Background: an optimization exercise with open tools, aiming at a short achievable clock period. Do not read the settings as production practice. In this exercise RTL edits were held to simulation tests only and were not proved equivalent to the original. Power figures rest on the tool's default switching activity, not on a simulated workload.

==> flow/design.v (outline; a module is shown in full before it is edited, if it fits) <==
// module signExtend: 15 lines
// module SignExtendSelector: 24 lines
// module RegFile: 47 lines
// module CSRFile: 214 lines
// module ALUCPU: 27 lines
// module control_alu: 99 lines
// module control_branch: 23 lines
// module control_bypass_ex: 88 lines
// module control_main: 164 lines
// module control_stall_id: 113 lines
// module mem_read_selector: 21 lines
// module mem_write_selector: 32 lines
// module cpu: 810 lines
// module cpu_nx: 124 lines
// module riscv_core: 35 lines
module riscv_core (
	input         clock,
	input         reset,
	output [31:0] PC_out,
	input  [31:0] instr_in,
	output        instr_en,
	output [31:0] data_addr,
	output        ren,
	output        wen,
	output [31:0] data_out,
	input  [31:0] data_in,
	output [3:0]  byte_select,
	input         memReady,
	input         software_interrupt,
	input         timer_interrupt,
	input         external_interrupt
);
  // ...
==> flow/flow/run.sh <==
#!/bin/bash
# Layout flow: the standard flow (standard.sh) with these changes to how the
# layout is optimised; synthesis is the standard one, run first on its own.
#  - the setup repair steps aim for a larger slack margin, so that repair_timing
#    keeps improving paths that already meet the 12.5 ns clock;
#  - memReady and instr_en, the only input-to-output path, get adjacent pins;
#  - ports are buffered with buf_4 and the delay cells are not used, so that
#    the resizer does not put slow delay buffers on the port paths;
#  - after global routing, two more setup repair passes on global-route
#    parasitics, then the gate that drives instr_en's output buffer gets its
#    own memReady input buffer, placed with it next to the two pins
#    (flow/post_grt.tcl, flow/eco_io.tcl);
#  - up to 12 rounds of antenna repair after detailed routing (5 by default).
set -euo pipefail
here=$(pwd)
bash standard.sh synth > "$here/synth.log" 2>&1
export DONT_USE_CELLS="sky130_fd_sc_hd__dlygate4sd1_1 sky130_fd_sc_hd__dlygate4sd2_1 sky130_fd_sc_hd__dlygate4sd3_1 sky130_fd_sc_hd__clkdlybuf4s15_1 sky130_fd_sc_hd__clkdlybuf4s15_2 sky130_fd_sc_hd__clkdlybuf4s18_1 sky130_fd_sc_hd__clkdlybuf4s18_2 sky130_fd_sc_hd__clkdlybuf4s25_1 sky130_fd_sc_hd__clkdlybuf4s25_2 sky130_fd_sc_hd__clkdlybuf4s50_1 sky130_fd_sc_hd__clkdlybuf4s50_2 sky130_fd_sc_hd__dlymetal6s2s_1 sky130_fd_sc_hd__dlymetal6s4s_1 sky130_fd_sc_hd__dlymetal6s6s_1"
bash standard.sh SETUP_SLACK_MARGIN=7.3 IO_CONSTRAINTS="$here/flow/io.tcl" \
  "BUFFER_PORTS_ARGS=-buffer_cell sky130_fd_sc_hd__buf_4" \
  POST_GLOBAL_ROUTE_TCL="$here/flow/post_grt.tcl" MAX_REPAIR_ANTENNAS_ITER_DRT=12 finish > "$here/layout.log" 2>&1
==> flow/flow/eco_io.tcl <==
# ECO on the only input-to-output path, memReady -> instr_en: give the gate
# that drives instr_en's output buffer its own memReady buffer, next to the
# pins, so that the path is port, buffer, gate, buffer, port.
proc eco_io_driver_iterm {net} {
  foreach it [$net getITerms] {
    if {[$it isOutputSignal]} { return $it }
  }
  return ""
}
proc eco_io_from_port {net port} {
  # follows buffers back from net; 1 if they lead to the input port
  for {set i 0} {$i < 20} {incr i} {
    foreach bt [$net getBTerms] { if {[$bt getName] eq $port} { return 1 } }
    set drv [eco_io_driver_iterm $net]
    if {$drv eq ""} { return 0 }
    set inst [$drv getInst]
    set master [[$inst getMaster] getName]
    if {![regexp {__(buf|bufbuf|clkbuf)_} $master]} { return 0 }
    set nxt ""
    foreach it [$inst getITerms] {
      if {[$it isInputSignal] && [$it getNet] ne "NULL"} { set nxt [$it getNet] }
    }
    if {$nxt eq ""} { return 0 }
    set net $nxt
  }
  return 0
}
proc eco_io {in_port out_port {inbuf sky130_fd_sc_hd__buf_4} {gsize 2} {outbuf sky130_fd_sc_hd__buf_4}} {
  set block [ord::get_db_block]
  set onet [[$block findBTerm $out_port] getNet]
  set obuf [[eco_io_driver_iterm $onet] getInst]
  set obuf_in ""
  foreach it [$obuf getITerms] { if {[$it isInputSignal]} { set obuf_in $it } }
  set gnet [$obuf_in getNet]
  set gate [[eco_io_driver_iterm $gnet] getInst]
  set gpin ""
  foreach it [$gate getITerms] {
    if {[$it isInputSignal] && [$it getNet] ne "NULL" && [eco_io_from_port [$it getNet] $in_port]} { set gpin $it }
  }
  if {$gpin eq ""} { puts "ECO-IO: no path found"; return }
  puts "ECO-IO: output buffer [$obuf getName] ([[$obuf getMaster] getName]), gate [$gate getName] ([[$gate getMaster] getName]) pin [[$gpin getMTerm] getName]"
  set pnet [[$block findBTerm $in_port] getNet]
  # new buffer on the port net driving only the gate's pin
  set bufm [[ord::get_db] findMaster $inbuf]
  set newbuf [odb::dbInst_create $block $bufm eco_io_inbuf]
  set newnet [odb::dbNet_create $block eco_io_net]
  $gpin disconnect
  $gpin connect $newnet
  foreach it [$newbuf getITerms] {
    set mt [[$it getMTerm] getName]
    if {$mt eq "A"} { $it connect $pnet }
    if {$mt eq "X"} { $it connect $newnet }
  }
  # sizes
  set gm [[$gate getMaster] getName]
  regsub {_[0-9]+$} $gm "_$gsize" gm2
  set m2 [[ord::get_db] findMaster $gm2]
  if {$m2 ne "NULL"} { $gate swapMaster $m2 }
  set om [[ord::get_db] findMaster $outbuf]
  $obuf swapMaster $om
  # place next to the pins, inside the core
  set pb [[lindex [[$block findBTerm $in_port] getBPins] 0] getBBox]
  set ob [[lindex [[$block findBTerm $out_port] getBPins] 0] getBBox]
  set core [$block getCoreArea]
  set px [expr {([$pb xMin] + [$ob xMin]) / 2}]
  set py [expr {([$pb yMin] + [$ob yMin]) / 2}]
  set x [expr {max([$core xMin], min([$core xMax] - 20000, $px))}]
  set y [expr {max([$core yMin], min([$core yMax] - 20000, $py))}]
  foreach inst [list $newbuf $gate $obuf] {
    $inst setLocation $x $y
    $inst setPlacementStatus PLACED
  }
  puts "ECO-IO: placed near ($x, $y)"
}
==> flow/flow/io.tcl <==
set_io_pin_constraint -group -order -pin_names {memReady instr_en}
==> flow/flow/post_grt.tcl <==
# POST_GLOBAL_ROUTE hook: more setup repair passes on global-route parasitics,
# then the ECO on the memReady -> instr_en path; changed nets are routed again
# and the route guides rewritten.
source [file join [file dirname [info script]] eco_io.tcl]
for {set pass 0} {$pass < 2} {incr pass} {
  estimate_parasitics -global_routing
  repair_timing -setup -setup_margin 7.5 -repair_tns 100 -skip_last_gasp
  global_route -start_incremental
  detailed_placement
  global_route -end_incremental
}
global_route -start_incremental
eco_io memReady instr_en sky130_fd_sc_hd__buf_2 2 sky130_fd_sc_hd__buf_4
detailed_placement
check_placement -verbose
global_route -end_incremental
estimate_parasitics -global_routing
report_worst_slack
write_guides $::env(RESULTS_DIR)/route.guide
==> flow/standard.sh <==
#!/bin/bash
# synth_recipe.tcl (not shown) runs the flow's synth.tcl, then flattens the netlist and writes it again
# the make line also repeats each setting of config.mk as NAME=value (left out here)
make -C /OpenROAD-flow-scripts/flow DESIGN_CONFIG=/design/flow/config.mk WORK_HOME=/design/flow/orfs CLKGATE_MAP_FILE= SYNTH_SCRIPT=/design/flow/synth_recipe.tcl "${@:-finish}"
==> flow/config.mk <==
export PLATFORM = sky130hd
export DESIGN_NAME = riscv_core
export DESIGN_NICKNAME = riscv_core
export VERILOG_FILES = /design/flow/design.v
export SDC_FILE = /design/flow/constraint.sdc
export NUM_CORES = 8
export LEC_CHECK = 0
export CAP_MARGIN = 30
export CORE_MARGIN = 2
export CORE_UTILIZATION = 40
export SLEW_MARGIN = 30
==> flow/constraint.sdc <==
create_clock -name core_clock -period 12.5 [get_ports {clock}]
set_input_delay 2.5000 -clock core_clock [delete_from_list [all_inputs] [get_ports {clock}]]
set_output_delay 2.5000 -clock core_clock [all_outputs]
set_load 0.01 [all_outputs]
==> flow_summary.json, run 1 <==
{
  "cp_num_cells": 3,
  "async_flop_share": 1.000,
  "clock_area_frac": 0.05416,
  "worst_slack_ns": 7.160,
  "layout_commonest_cell": "dfrtp_1",
  "grt-busiest-layer": "met2",
  "buffers_excl_clock": 928,
  "overflow": 0,
  "use_met2": 0.6396,
  "post-place-ws_ns": 5.668,
  "drtPass1Iterations": 22,
  "wl_met1_um": 337300,
  "synthAdderAreaFrac": 0.04976,
  "hold_path.class": "reg -> reg",
  "seq_area_frac": 0.3318,
  "synth_seq_area_share": 0.3787,
  "setup_viol": 0,
  "synth-simple-area-share": 0.1312,
  "status": "timing/DRC/antenna clean",
  "utilization": 0.4592,
  "drcViolationCount": 0,
  "first_iter_violations": 32460,
  "yosysWarnings": 8,
  "drive_gt1_frac": 0.1912,
  "max-slew-margin-rel": 0.1125,
  "clock_latency_ns": 1.04,
  "vias_per_cell": 7.541,
  "num_vias": 167900,
  "syn-mean-instance-area_um2": 9.177
}
==> inputs of run 2 (changes only) <==
--- a/flow/config.mk
+++ b/flow/config.mk
@@ -7,5 +7,5 @@
 export LEC_CHECK = 0
 export CAP_MARGIN = 30
 export CORE_MARGIN = 2
-export CORE_UTILIZATION = 40
+export CORE_UTILIZATION = 32
 export SLEW_MARGIN = 30
==> run 2 against run 1 <==
Against the previous run:
- first-iteration DRC count shrank 9.9%
- synthesized cell count stayed put
- sequential power about the same
- largest cell class unchanged
- sequential cell count did not move
- still clean
- largest power group unchanged
- hold slack improved by 0.00055 ns
- synthesized area is the same
- critical endpoint unchanged
- combinational power increased by 2%
- die area increased by 25%
- final cell count up 6.1%
- critical path type unchanged
==> flow_summary.json, run 2 <==
{
  "grt_max_degree": 155,
  "post_cts_resized": 122,
  "area_growth_syn_to_layout_pct": 16.52,
  "arrival_ns": 2.85,
  "postRouteAntennaNets": 0,
  "ys_dominant_reg_cell": "dfrtp_1",
  "final_cell_mix": "dfrtp_1 (2,249), nand2_1 (1,460), nor2_1 (1,255)",
  "path_class": "in -> out",
  "yosysTopAreaCellShare": 0.3772,
  "overflow": 0,
  "start_util": 0.3211,
  "cts_tree": "built",
  "met3_length_um": 149100,
  "leakagePower_nw": 77.15,
  "async_flop_share": 1.000,
  "first_iter_violations": 29250,
  "syn_inst": 16870,
  "top_register": "cpu1.cpu_regs.data",
  "cts_hold_buf": 0,
  "numCtsBuffers": 290,
  "synth_top_area_cell": "dfrtp_1",
  "max-slew-margin-rel": 0.1293,
  "fin_crit_ns": 5.350,
  "fin_tns_setup_ns": 0,
  "min_period_over_period": 0.4280,
  "drv_slew": 0,
  "top_layer_used": "met5",
  "clock_path_buffers": 4,
  "placement.io_buffers": 172,
  "antenna_found_initial": 165,
  "grt_pass1_vias": 150100,
  "hold_path.class": "reg -> reg",
  "htreeDepth": 5,
  "core_area_um2": 482100,
  "wire_per_inst_um": 44.03,
  "required_ns": 10.00,
  "fin_nets": 17430,
  "die_h_um": 699.5,
  "path_clk_slew_ns": 0.06,
  "cts_root_buf": "clkbuf_16",
  "drv_cap": 0,
  "end_kind": "output pin",
  "vias_per_cell": 7.088,
  "peakVddDrop_mv": 0.1106,
  "synth_edf_count": 0,
  "layout_commonest_cell": "dfrtp_1",
  "num_io_pins": 173,
  "synth_cell_types": 113,
  "worst_clock_skew_ns": 0.05313,
  "powerDensity_nw_per_um2": 147.1,
  "post_cts_buffers": 28,
  "routabilityCongestion": 1.089,
  "core.rowCount": 255,
  "drtPass1Iterations": 14,
  "clock_latency_ns": 1.03,
  "synthTopCellsByArea": "dfrtp_1 (38%), mux2_2 (8.0%), a22oi_1 (4.1%)",
  "wl_met1_um": 368500,
  "startpoint_type": "input port",
  "hold_viol_final": 0,
  "setup_viol": 0,
  "dieArea_um2": 489300,
  "grt_pass1_wl_um": 1371000,
  "grt_util_all_layers": 0.4061,
  "yosysWarnings": 8,
  "synth_top_cells_by_count": "dfrtp_1 (2,333), nand2_1 (1,498), nor2_1 (1,361), clkbuf_1 (1,110), mux2_2 (1,106)",
  "wl_met2_um": 405500,
  "routed_wl_um": 1040000,
  "status": "timing/DRC/antenna clean",
  "max_freq_ghz": 0.1869,
  "syn_area_um2": 154800,
  "ys_seq_elements": 2342,
  "synth_seq_area_share": 0.3787,
  "syn-num-nets": 17510,
  "total_power_mw": 26.53,
  "yosysMostFrequentCell": "dfrtp_1",
  "die_x_um": 699.5,
  "drive_gt1_frac": 0.2032,
  "drcViolationCount": 0,
  "hpwlAfterDp_um": 717200,
  "cts_sinks": 2342,
  "tightest_slew_ns": 1.292,
  "num_vias": 167400,
  "syn-mean-instance-area_um2": 9.177,
  "largest_reg_flops": 1024,
  "crit_fanout": 4
}
==> run 2: cell counts after synthesis <==
Identical to the previous run, type by type.
==> run 2: layer usage <==
metal,track usage,vias to the layer above
li1,-,63710
met1,0.4782,83220
met2,0.5488,15270
met3,0.1853,5170
met4,0.3568,75
met5,0.02667,-
==> run 2: cells by family after synthesis <==
logic type,share of synthesized area
mux,0.1076
simple gates,0.1312
buf+inv,0.04538
flops,0.3787
xor+xnor,0.02920
fa+ha+maj,0.04976
compound gates,0.2582
==> run 2: final cells by class <==
cell class,count,area (µm²)
repair buffers,1021,8587
clock inverters,121,1692
plain buffers,1,5.005
clock buffers,411,8488
flip-flops and latches,2342,58750
fillers,48800,301700
inverters,423,1634
well taps,6425,8039
diodes,169,422.9
multi-input cells,12710,92740
==> run 2: final timing paths <==
path                                           startpoint                         to  slack [ns]  cells past startpoint
min in group asynchronous                           reset   cpu1.cpu_regs.data[1][0]        1.51                      1
max in group asynchronous                           reset     cpu1.csrFile.int_taken        8.12                      4
worst max-delay path                             memReady                   instr_en        7.15                      3
worst min register to register  cpu1.cpu_regs.data[0][16]  cpu1.cpu_regs.data[0][16]        0.43                      0
worst max register to register        cpu1.EXMEM_JumpJALR             cpu1.ALUInB[0]        7.24                     12
worst min-delay path            cpu1.cpu_regs.data[0][16]  cpu1.cpu_regs.data[0][16]        0.43                      0
==> run 2: stage by stage <==
step           worst slack (ns)  cells  hold slack, ns    util  instance area, µm²
3_3_place_gp              5.576  22740          0.4149  0.3431              165400
2_1_floorplan             6.660  16870          0.4273       -              155000
4_1_cts                   6.852  23320          0.4306  0.3670              176900
6_report                  7.150  23620          0.4317  0.3741              180400
3_5_place_dp              5.721  22750          0.4149  0.3441              165900
==> run 2: critical path, stage by stage <==
cell	delay (ns)
buf_2	0.10
a21oi_2	0.10
buf_4	0.14
==> run 2: power breakdown <==
part	total, mW	internal [mW]	switching [mW]
Sequential	9.39	8.21	1.17
Clock	9.32	5.40	3.93
Combinational	7.82	2.12	5.70

[afterwards: timing with drivers on the ports]
The results above use ideal ports. As a check the final layouts listed here were re-extracted and re-timed, cells and wires unchanged. Step 1 assumes that a clkbuf_16 drives the clock port and a buf_2 every other input. Step 2 also shifts input and output timing later by t, the mid clock arrival at the registers, as if the neighbouring blocks saw the same clock. Three values: ideal ports, drivers, drivers and shift; two values: the first two.
run	shift t [ns]	setup WS [ns]	hold slack, ns	worst register clock-pin slew, ns	worst data-port slew with drivers (ns)
run 1	1.110	7.160 / 7.030 / 6.086	0.431 / 0.431 / 0.431	0.07 / 0.07	0.22
run 2	1.129	7.150 / 6.826 / 6.034	0.432 / 0.432 / 0.432	0.08 / 0.08	0.40
After both steps setup and hold are still met in every run listed. The setup slack of run 2, which loses most, moves by -0.324 ns with the drivers and by -1.116 ns with both steps.
